This is an optimization exercise on Yosys and OpenROAD, whose aim is small area, a short achievable clock period and few clock cycles, not a production implementation. At most, simulation tests tie the RTL to the original design; equivalence was not proved. Power and IR drop assume default switching activity.

Setup of build 86:
## sdram_controller
module sdram_controller (
        input   clk,
        input   rst,
        output  sdram_cle,
        output  sdram_cs,
        output  sdram_cas,
        output  sdram_ras,
        output  sdram_we,
        output  sdram_dqm,
        output  [1:0]  sdram_ba,
        output  [12:0] sdram_a,
        input   [31:0] sdram_dqi,
        output  [31:0] sdram_dqo,
        input   [22:0] user_addr,
        input   rw,                  
        input   [31:0] data_in,
        output  [31:0] data_out,
        output  busy,
        input   in_valid,
        output  out_valid
    );
    localparam [9:0] REF_ST = 10'd380;
    localparam [2:0] C_NOP = 3'b111,
                     C_RD  = 3'b101;
    reg  [2:0]  cmd_q;
    reg  [12:0] a_q;
    reg  [1:0]  ba_q;
    reg         req_valid;
    reg         req_rw;
    reg  [1:0]  req_b;
    reg  [12:0] req_row;
    reg  [5:0]  req_col;
    reg  [31:0] req_data;
    reg         req_hit;         
    reg  [12:0] row0, row1, row2, row3;
    reg  [3:0]  open;
    reg  [2:0]  v0, v1, v2, v3;
    reg         act_last;        
    reg  [1:0]  rd_v;            
    reg  [9:0]  rcnt;            
    reg         rp;              
    reg  [1:0]  rdp;             
  ...
For scale: roughly 510 cells after synthesis, about 6700 um^2 of cells after synthesis.
export LEC_CHECK = 0
export CAP_MARGIN = 20
export CORE_MARGIN = 2
export CORE_UTILIZATION = 50
export SETUP_SLACK_MARGIN = 1.5
export SLEW_MARGIN = 20
create_clock -name core_clock -period 5.0 [get_ports {clk}]
run.sh (not shown) runs the stock make flow with config.mk's settings and CLKGATE_MAP_FILE= SYNTH_SCRIPT=/design/flow/synth_recipe.tcl, a recipe that flattens the netlist after the stock synthesis.
Testbench counts of build 86, summed over its fixed seeds: cycles 76,097.
Inputs modified between build 86 and build 1:
Settings: putting CTS_BUF_LIST at sky130_fd_sc_hd__clkbuf_4 sky130_fd_sc_hd__clkbuf_8 where nothing was set; putting CTS_CLUSTER_SIZE at 40 where nothing was set; swapping 1.5 for 2.2 in SETUP_SLACK_MARGIN; swapping 50 for 65 in CORE_UTILIZATION.
==> flow/flow/run.sh (new file) <==
#!/bin/bash
# The standard layout (the standard.sh, all ORFS steps unchanged), except that the
# buffers ORFS puts on every input and output port are sky130_fd_sc_hd__buf_2 cells.
set -euo pipefail
export BUFFER_PORTS_ARGS="-buffer_cell sky130_fd_sc_hd__buf_2"
bash standard.sh > standard.log 2>&1
==> flow/standard.sh (new file) <==
#!/bin/bash
# synth_recipe.tcl (not shown) runs the flow's synth.tcl, then flattens the netlist and writes it again
# the make line also repeats each setting of config.mk as NAME=value (left out here)
make -C /OpenROAD-flow-scripts/flow DESIGN_CONFIG=/design/flow/config.mk WORK_HOME=/design/flow/orfs CLKGATE_MAP_FILE= SYNTH_SCRIPT=/design/flow/synth_recipe.tcl "${@:-finish}"
removed: flow/run.sh
Findings:
Of build 1 and build 86, it is build 1 that has the lower portion of the layout cell area used by non-clock buffers. The post-cts sizing count in build 1 sits 3 above the value recorded for build 86. Build 1 went all the way through synthesis, placement and routing and the layout is clean on timing, DRC and antenna. Build 86 was larger in final cell area than build 1. Compared with build 86, in build 1 row count lost 5, growth of design area from synthesis to finish down 8.6 points. Re via count: build 1 is 4.6% up on build 86.
### build 1 -> build 42
Settings: CTS_CLUSTER_SIZE no longer set, was 40; CORE_UTILIZATION now 60, was 65; CTS_BUF_LIST no longer set, was sky130_fd_sc_hd__clkbuf_4 sky130_fd_sc_hd__clkbuf_8.
==> flow/run.sh (new file) <==
#!/bin/bash
# synth_recipe.tcl (not shown) runs the flow's synth.tcl, then flattens the netlist and writes it again
# the make line also repeats each setting of config.mk as NAME=value (left out here)
make -C /OpenROAD-flow-scripts/flow DESIGN_CONFIG=/design/flow/config.mk WORK_HOME=/design/flow/orfs CLKGATE_MAP_FILE= SYNTH_SCRIPT=/design/flow/synth_recipe.tcl finish
removed: flow/flow/run.sh
removed: flow/standard.sh
[summary]
Build 42 finished all stages; the layout is clean.
A most common cell after layout, fill and taps aside of sky130_fd_sc_hd__edfxtp_1 is what build 42 shows, while sky130_fd_sc_hd__buf_2 belongs to build 1.
From build 42 to build 1, multiplexer area fraction after synthesis did not move at all.
Taking build 1 as the reference, in build 42 total wire length increased about 8%, power dissipated by switching net loads increased 4.1%, net total in the final layout decreased 1.2%, internal power increased about 15%.
A beginning of the critical path of v0[0] is what build 42 shows, while user_addr[8] belongs to build 1.
Relative to build 42, the following input files were edited for build 98:
Settings: an added CTS_CLUSTER_SIZE of 40; an added CTS_BUF_LIST of sky130_fd_sc_hd__clkbuf_4 sky130_fd_sc_hd__clkbuf_8; an added GPL_TIMING_DRIVEN of 0.
==> flow/flow/run.sh (new file) <==
#!/bin/bash
# The standard layout (the standard.sh, all ORFS steps unchanged), except that the
# buffers ORFS puts on every input and output port are sky130_fd_sc_hd__buf_2 cells.
set -euo pipefail
export BUFFER_PORTS_ARGS="-buffer_cell sky130_fd_sc_hd__buf_2"
bash standard.sh > standard.log 2>&1
==> flow/standard.sh (new file) <==
#!/bin/bash
# synth_recipe.tcl (not shown) runs the flow's synth.tcl, then flattens the netlist and writes it again
# the make line also repeats each setting of config.mk as NAME=value (left out here)
make -C /OpenROAD-flow-scripts/flow DESIGN_CONFIG=/design/flow/config.mk WORK_HOME=/design/flow/orfs CLKGATE_MAP_FILE= SYNTH_SCRIPT=/design/flow/synth_recipe.tcl "${@:-finish}"
removed: flow/run.sh
## What came out
Build 98 ends up with higher sequential share of layout area than build 42 does. Going from build 42 to build 98, filler cell count in the final layout rose 29, area growth from synthesis to final layout fell 1.8 points, part of the total power dissipated in combinational logic rose 1.3 points. Build 98 reports its capturing instance or port of the critical path as row1[7] while build 42 reports v1[1].

========
## run 1
Starting RTL as in the previous note.
==> flow/config.mk <==
export PLATFORM = sky130hd
export DESIGN_NAME = sdram_controller
export DESIGN_NICKNAME = sdram_controller
export VERILOG_FILES = /design/flow/design.v
export SDC_FILE = /design/flow/constraint.sdc
export NUM_CORES = 4
export LEC_CHECK = 0
export CAP_MARGIN = 20
export CORE_MARGIN = 2
export CORE_UTILIZATION = 60
export CTS_BUF_LIST = sky130_fd_sc_hd__clkbuf_4 sky130_fd_sc_hd__clkbuf_8
export CTS_CLUSTER_SIZE = 40
export SETUP_SLACK_MARGIN = 2.0
export SLEW_MARGIN = 20
==> flow/constraint.sdc <==
create_clock -name core_clock -period 5.0 [get_ports {clk}]
set_input_delay 1.0000 -clock core_clock [delete_from_list [all_inputs] [get_ports {clk}]]
set_output_delay 1.0000 -clock core_clock [all_outputs]
set_load 0.01 [all_outputs]
standard.sh (not shown) runs the stock make flow with config.mk's settings and CLKGATE_MAP_FILE= SYNTH_SCRIPT=/design/flow/synth_recipe.tcl, a recipe that flattens the netlist after the stock synthesis.
==> flow/flow/run.sh <==
#!/bin/bash
# The standard layout (the standard.sh, all ORFS steps unchanged), except that the
# buffers ORFS puts on every input and output port are sky130_fd_sc_hd__buf_2 cells.
set -euo pipefail
export BUFFER_PORTS_ARGS="-buffer_cell sky130_fd_sc_hd__buf_2"
bash standard.sh > standard.log 2>&1
Testbench counts of run 1, summed over its fixed seeds: cycles 76,097.
[inputs] run 2 vs run 1
- SETUP_SLACK_MARGIN now 2.2, was 2.0
==> flow/flow/run.sh <==
#!/bin/bash
# The standard layout (the standard.sh, all ORFS steps unchanged), except that the
# buffers ORFS puts on every input and output port are sky130_fd_sc_hd__buf_1 cells.
set -euo pipefail
export BUFFER_PORTS_ARGS="-buffer_cell sky130_fd_sc_hd__buf_1"
bash standard.sh > standard.log 2>&1
Across run 2 and run 1, none had a timing, DRC or antenna violation. Diff run 2 and run 1: area growth from synthesis to layout higher in run 2. Compared to run 1, run 2 has worst setup slack 0.14 ns higher. Routed wire in run 2 totals more than in run 1. Run 2 does worse than run 1 on worst hold slack. Higher portion of the clock cycle consumed by the worst path in the final layout goes to run 1 over run 2.
> inputs changed (run 2 -> run 3)
- CTS_BUF_LIST no longer set, was sky130_fd_sc_hd__clkbuf_4 sky130_fd_sc_hd__clkbuf_8
- CTS_CLUSTER_SIZE no longer set, was 40
- ABC_AREA now 1, previously not set
- CORE_UTILIZATION now 55, was 60
==> flow/run.sh (new file) <==
#!/bin/bash
# synth_recipe.tcl (not shown) runs the flow's synth.tcl, then flattens the netlist and writes it again
# the make line also repeats each setting of config.mk as NAME=value (left out here)
make -C /OpenROAD-flow-scripts/flow DESIGN_CONFIG=/design/flow/config.mk WORK_HOME=/design/flow/orfs CLKGATE_MAP_FILE= SYNTH_SCRIPT=/design/flow/synth_recipe.tcl finish
removed: flow/flow/run.sh
removed: flow/standard.sh
Notes after the runs:
Looking at minimum setup slack after placement, run 3 sits 0.27 ns below run 2. Cmp run 3 vs run 2: worst hold-check slack lower in run 3. The number of clock buffers in the layout reported for run 3 is greater than that of run 2 by 1. Cell count (lower): run 2. Between run 2 and run 3, the instance area at placement is higher for run 3. Compared with run 2, run 3 shows a lower sequential share of layout area. In the flow results for run 2 and run 3, the worst-skew pair later-pin latency is larger on run 2. Average via count per standard cell, run 2 and run 3, lower one = run 3. When run 3 is set beside run 2, its growth of design area from synthesis to finish turns out to be 10 points larger. Re critical path data arrival time: run 2 and run 3 aren't equal, and the lower value belongs to run 3. The layout buffering overhead excluding clock cells in run 3 sits 5.2 points above the value recorded for run 2.

========
red:
The RTL this note starts from:
==> flow/design.v <==
module sdram_controller (
        input   clk,
        input   rst,
        output  sdram_cle,
        output  sdram_cs,
        output  sdram_cas,
        output  sdram_ras,
        output  sdram_we,
        output  sdram_dqm,
        output  [1:0]  sdram_ba,
        output  [12:0] sdram_a,
        input   [31:0] sdram_dqi,
        output  [31:0] sdram_dqo,
        input   [22:0] user_addr,
        input   rw,                  
        input   [31:0] data_in,
        output  [31:0] data_out,
        output  busy,
        input   in_valid,
        output  out_valid
    );
    localparam [9:0] REF_ST = 10'd380;
    localparam [2:0] C_NOP = 3'b111,
                     C_RD  = 3'b101;
    reg  [2:0]  cmd_q;
    reg  [12:0] a_q;
    reg  [1:0]  ba_q;
    reg         req_valid;
    reg         req_rw;
    reg  [1:0]  req_b;
    reg  [12:0] req_row;
    reg  [5:0]  req_col;
    reg  [31:0] req_data;
    reg         req_hit;         
    reg  [12:0] row [0:3];
    reg  [3:0]  open;
    reg  [2:0]  v [0:3];
    reg         act_last;        
    reg  [1:0]  rd_v;            
    reg  [9:0]  rcnt;            
    reg         rp;              
    reg  [1:0]  rdp;             
    assign sdram_cle = 1'b1;
    assign sdram_cs  = 1'b0;
    assign sdram_ras = cmd_q[2];
    assign sdram_cas = cmd_q[1];
    assign sdram_we  = cmd_q[0];
    assign sdram_dqm = 1'b0;
    assign sdram_ba  = ba_q;
    assign sdram_a   = a_q;
    assign sdram_dqo = req_data;
    assign out_valid = rdp[1];
    assign data_out  = sdram_dqi;
    wire col_q  = cmd_q[2] & ~cmd_q[1];
    wire busy_w = req_valid & ~col_q;
    assign busy = busy_w;
    wire acc = in_valid & ~busy_w;
    wire [1:0]  in_b   = user_addr[9:8];
    wire [12:0] in_row = user_addr[22:10];
    wire [5:0]  in_col = user_addr[7:2];
    wire rdv0 = (rd_v == 2'd0);
    wire [3:0] in_k = 4'b0001 << in_b;
    wire [3:0] rq_k = 4'b0001 << req_b;
    wire [3:0] zero, colok, rmatch, canact;
    genvar k;
    generate
        for (k = 0; k < 4; k = k + 1) begin : bv
            assign zero[k]   = (v[k] == 3'd0);
            assign colok[k]  = (v[k] <= 3'd2);
            assign rmatch[k] = (row[k] == in_row);
            assign canact[k] = ~open[k] & zero[k] & ~act_last;
        end
    endgenerate
    wire rq_open  = |(rq_k & open);
    wire rq_zero  = |(rq_k & zero);
    wire rq_colok = |(rq_k & colok);
    wire rq_canact = |(rq_k & canact);
    wire b_col = busy_w & req_hit & rq_colok & (~req_rw | rdv0);
    wire b_pre = busy_w & ~req_hit & rq_open & rq_zero;
    wire b_act = busy_w & rq_canact;
    wire b_any = b_col | b_pre | b_act;
    wire pe = busy_w & ~b_any & in_valid;
    wire [3:0] in_act = ({4{acc}} | ({4{pe}} & ~rq_k)) & in_k;
    wire [3:0] rq_act = {4{b_any}} & rq_k;
    wire in_hit = |(in_k & open & rmatch);
    wire in_ok  = ~rw | rdv0;
    wire rq_ok  = ~req_rw | rdv0;
    wire [3:0] act_k, pre_k, col_k;
    generate
        for (k = 0; k < 4; k = k + 1) begin : bc
            assign act_k[k] = ~rp & canact[k] & (in_act[k] | rq_act[k]);
            assign pre_k[k] = ~rp & open[k] & zero[k] &
                              ((in_act[k] & ~rmatch[k]) | (rq_act[k] & ~req_hit));
            assign col_k[k] = ~rp & colok[k] &
                              ((acc & in_k[k] & open[k] & rmatch[k] & in_ok) |
                               (rq_act[k] & req_hit & rq_ok));
        end
    endgenerate
    wire do_act = |act_k;
    wire do_pre = |pre_k;
    wire do_col = |col_k;
    wire any_open   = |open;
    wire all_zero   = &zero;
    wire pre_ok_all = &(zero | ~open);
    wire do_preall  = rp & any_open & pre_ok_all;
    wire do_ref     = rp & ~any_open & all_zero;
    wire        sel_in = acc | ~b_any;
    wire [1:0]  t_b   = sel_in ? in_b   : req_b;
    wire [12:0] t_row = sel_in ? in_row : req_row;
    wire [5:0]  x_col = acc ? in_col : req_col;
    wire        x_rw  = acc ? rw : req_rw;
    wire        xv    = acc | busy_w;
    wire [3:0]  tsel  = sel_in ? in_k : rq_k;
    wire        t_open = |(open & tsel);
    wire [12:0] a_d = (~t_open & ~rp) ? t_row : {2'b00, rp, 4'b0000, x_col};
    wire [2:0] cmd_d = {~(do_act | do_pre | do_preall | do_ref),
                        ~(do_col | do_ref),
                        ~((do_col & x_rw) | do_pre | do_preall)};
    wire do_act_x = acc ? |(act_k & in_k) : |(act_k & rq_k & {4{b_any}});
    function [2:0] vnext;
        input [2:0] vv;
        input act, pre, wr, rf;
        reg [2:0] dec;
        begin
            dec = (vv == 3'd0) ? 3'd0 : vv - 3'd1;
            if (act)
                vnext = 3'd4;
            else if (pre)
                vnext = 3'd2;
            else if (rf)
                vnext = 3'd6;
            else if (wr && dec == 3'd0)
                vnext = 3'd1;
            else
                vnext = dec;
        end
    endfunction
    integer i;
    always @(posedge clk) begin
        if (rst) begin
            cmd_q <= C_NOP;
            req_valid <= 1'b0;
            open <= 4'd0;
            for (i = 0; i < 4; i = i + 1)
                v[i] <= 3'd0;
            act_last <= 1'b0;
            rd_v <= 2'd0;
            rcnt <= 10'd1;
            rp <= 1'b0;
            rdp <= 2'd0;
        end else begin
            cmd_q <= cmd_d;
            req_valid <= xv;
            open <= (open | act_k) & ~(pre_k | {4{do_preall}});
            for (i = 0; i < 4; i = i + 1)
                v[i] <= vnext(v[i], act_k[i], pre_k[i] | do_preall, col_k[i] & x_rw, do_ref);
            act_last <= do_act;
            rd_v <= (do_col & ~x_rw) ? 2'd2 : rdv0 ? 2'd0 : rd_v - 2'd1;
            rcnt <= do_ref ? 10'd1 : {rcnt[8:0], rcnt[9] ^ rcnt[6]};
            rp <= (rp & ~do_ref) | (rcnt == REF_ST);
            rdp <= {rdp[0], cmd_q == C_RD};
        end
        a_q <= a_d;
        ba_q <= t_b;
        req_hit <= ((acc ? in_hit : req_hit) & ~do_preall) | do_act_x;
        if (acc) begin
            req_rw <= rw;
            req_b <= in_b;
            req_row <= in_row;
            req_col <= in_col;
            req_data <= data_in;
        end
        for (i = 0; i < 4; i = i + 1)
            if (tsel[i] & ~open[i])
                row[i] <= t_row;
    end
endmodule
clock: 5.0 ns
lec_check: 0
cap_margin: 20
core_margin: 2
core_utilization: 40
setup_slack_margin: 3.0
slew_margin: 20
run.sh (not shown) runs the stock make flow with config.mk's settings and CLKGATE_MAP_FILE= SYNTH_SCRIPT=/design/flow/synth_recipe.tcl, a recipe that flattens the netlist after the stock synthesis.
Stock flow here: none of the scripts above is used.
Having completed the whole flow, red delivered a layout that passed the timing, DRC and antenna checks.
--- input diff red..blue ---
Settings: changing SETUP_SLACK_MARGIN from 3.0 to 2.2; setting CTS_BUF_LIST to sky130_fd_sc_hd__clkbuf_4 sky130_fd_sc_hd__clkbuf_8 for the first time; setting CTS_CLUSTER_SIZE to 40 for the first time; changing CORE_UTILIZATION from 40 to 60.
==> flow/flow/run.sh (new file) <==
#!/bin/bash
# The standard layout (the standard.sh, all ORFS steps unchanged), except that the
# buffers ORFS puts on every input and output port are sky130_fd_sc_hd__buf_2 cells.
set -euo pipefail
export BUFFER_PORTS_ARGS="-buffer_cell sky130_fd_sc_hd__buf_2"
bash standard.sh > standard.log 2>&1
==> flow/standard.sh (new file) <==
#!/bin/bash
# synth_recipe.tcl (not shown) runs the flow's synth.tcl, then flattens the netlist and writes it again
# the make line also repeats each setting of config.mk as NAME=value (left out here)
make -C /OpenROAD-flow-scripts/flow DESIGN_CONFIG=/design/flow/config.mk WORK_HOME=/design/flow/orfs CLKGATE_MAP_FILE= SYNTH_SCRIPT=/design/flow/synth_recipe.tcl "${@:-finish}"
removed: flow/run.sh
[summary]
- Compared with red, in blue clock period minus worst slack saw a decrease, share of total power consumed by net switching saw an increase, total power saw a decrease, clock network power share saw a decrease.
- blue vs. red: count of clock-buffer cells in the layout went up by 1.
No run of this note included a check of the RTL's function; only the layout flow was run.

[what the ideal ports hide]
How much do the figures lean on ideal ports? The routed layouts below were timed once more, with nothing changed but the port constraints.
Step 1 assumes that a clkbuf_16 drives the clock port and a buf_2 every other input.
Step 2 also shifts input and output timing later by t, the mid clock arrival at the registers, as if the neighbouring blocks saw the same clock.
Slacks: no drivers / after step 1 / after step 2; pairs: no drivers / after step 1.
run	shift t [ns]	setup WS [ns]	latest minus earliest clock arrival (ns)	worst slew at a driven data input, ns	cell pins on the clock port's net
build 86	0.455	1.647 / 1.662 / 1.207	0.012 / 0.012	0.08	1
build 1	0.473	2.202 / 2.208 / 1.734	0.010 / 0.009	0.10	1
build 42	0.568	2.248 / 2.248 / 1.745	0.013 / 0.013	0.11	1
build 98	0.482	2.271 / 2.271 / 1.812	0.013 / 0.013	0.04	1
run 1	0.474	2.092 / 2.092 / 1.666	0.013 / 0.013	0.07	1
run 2	0.484	2.236 / 2.243 / 1.758	0.007 / 0.007	0.11	1
run 3	0.463	2.287 / 2.310 / 1.847	0.008 / 0.008	0.07	1
red	0.456	1.965 / 1.965 / 1.965	0.009 / 0.009	0.07	1
blue	0.486	2.005 / 2.005 / 1.857	0.016 / 0.016	0.07	1
After both steps every run listed still meets setup and hold. For build 42, which loses most, drivers alone change the setup slack by 0.000 ns; drivers and shift together by -0.503 ns.
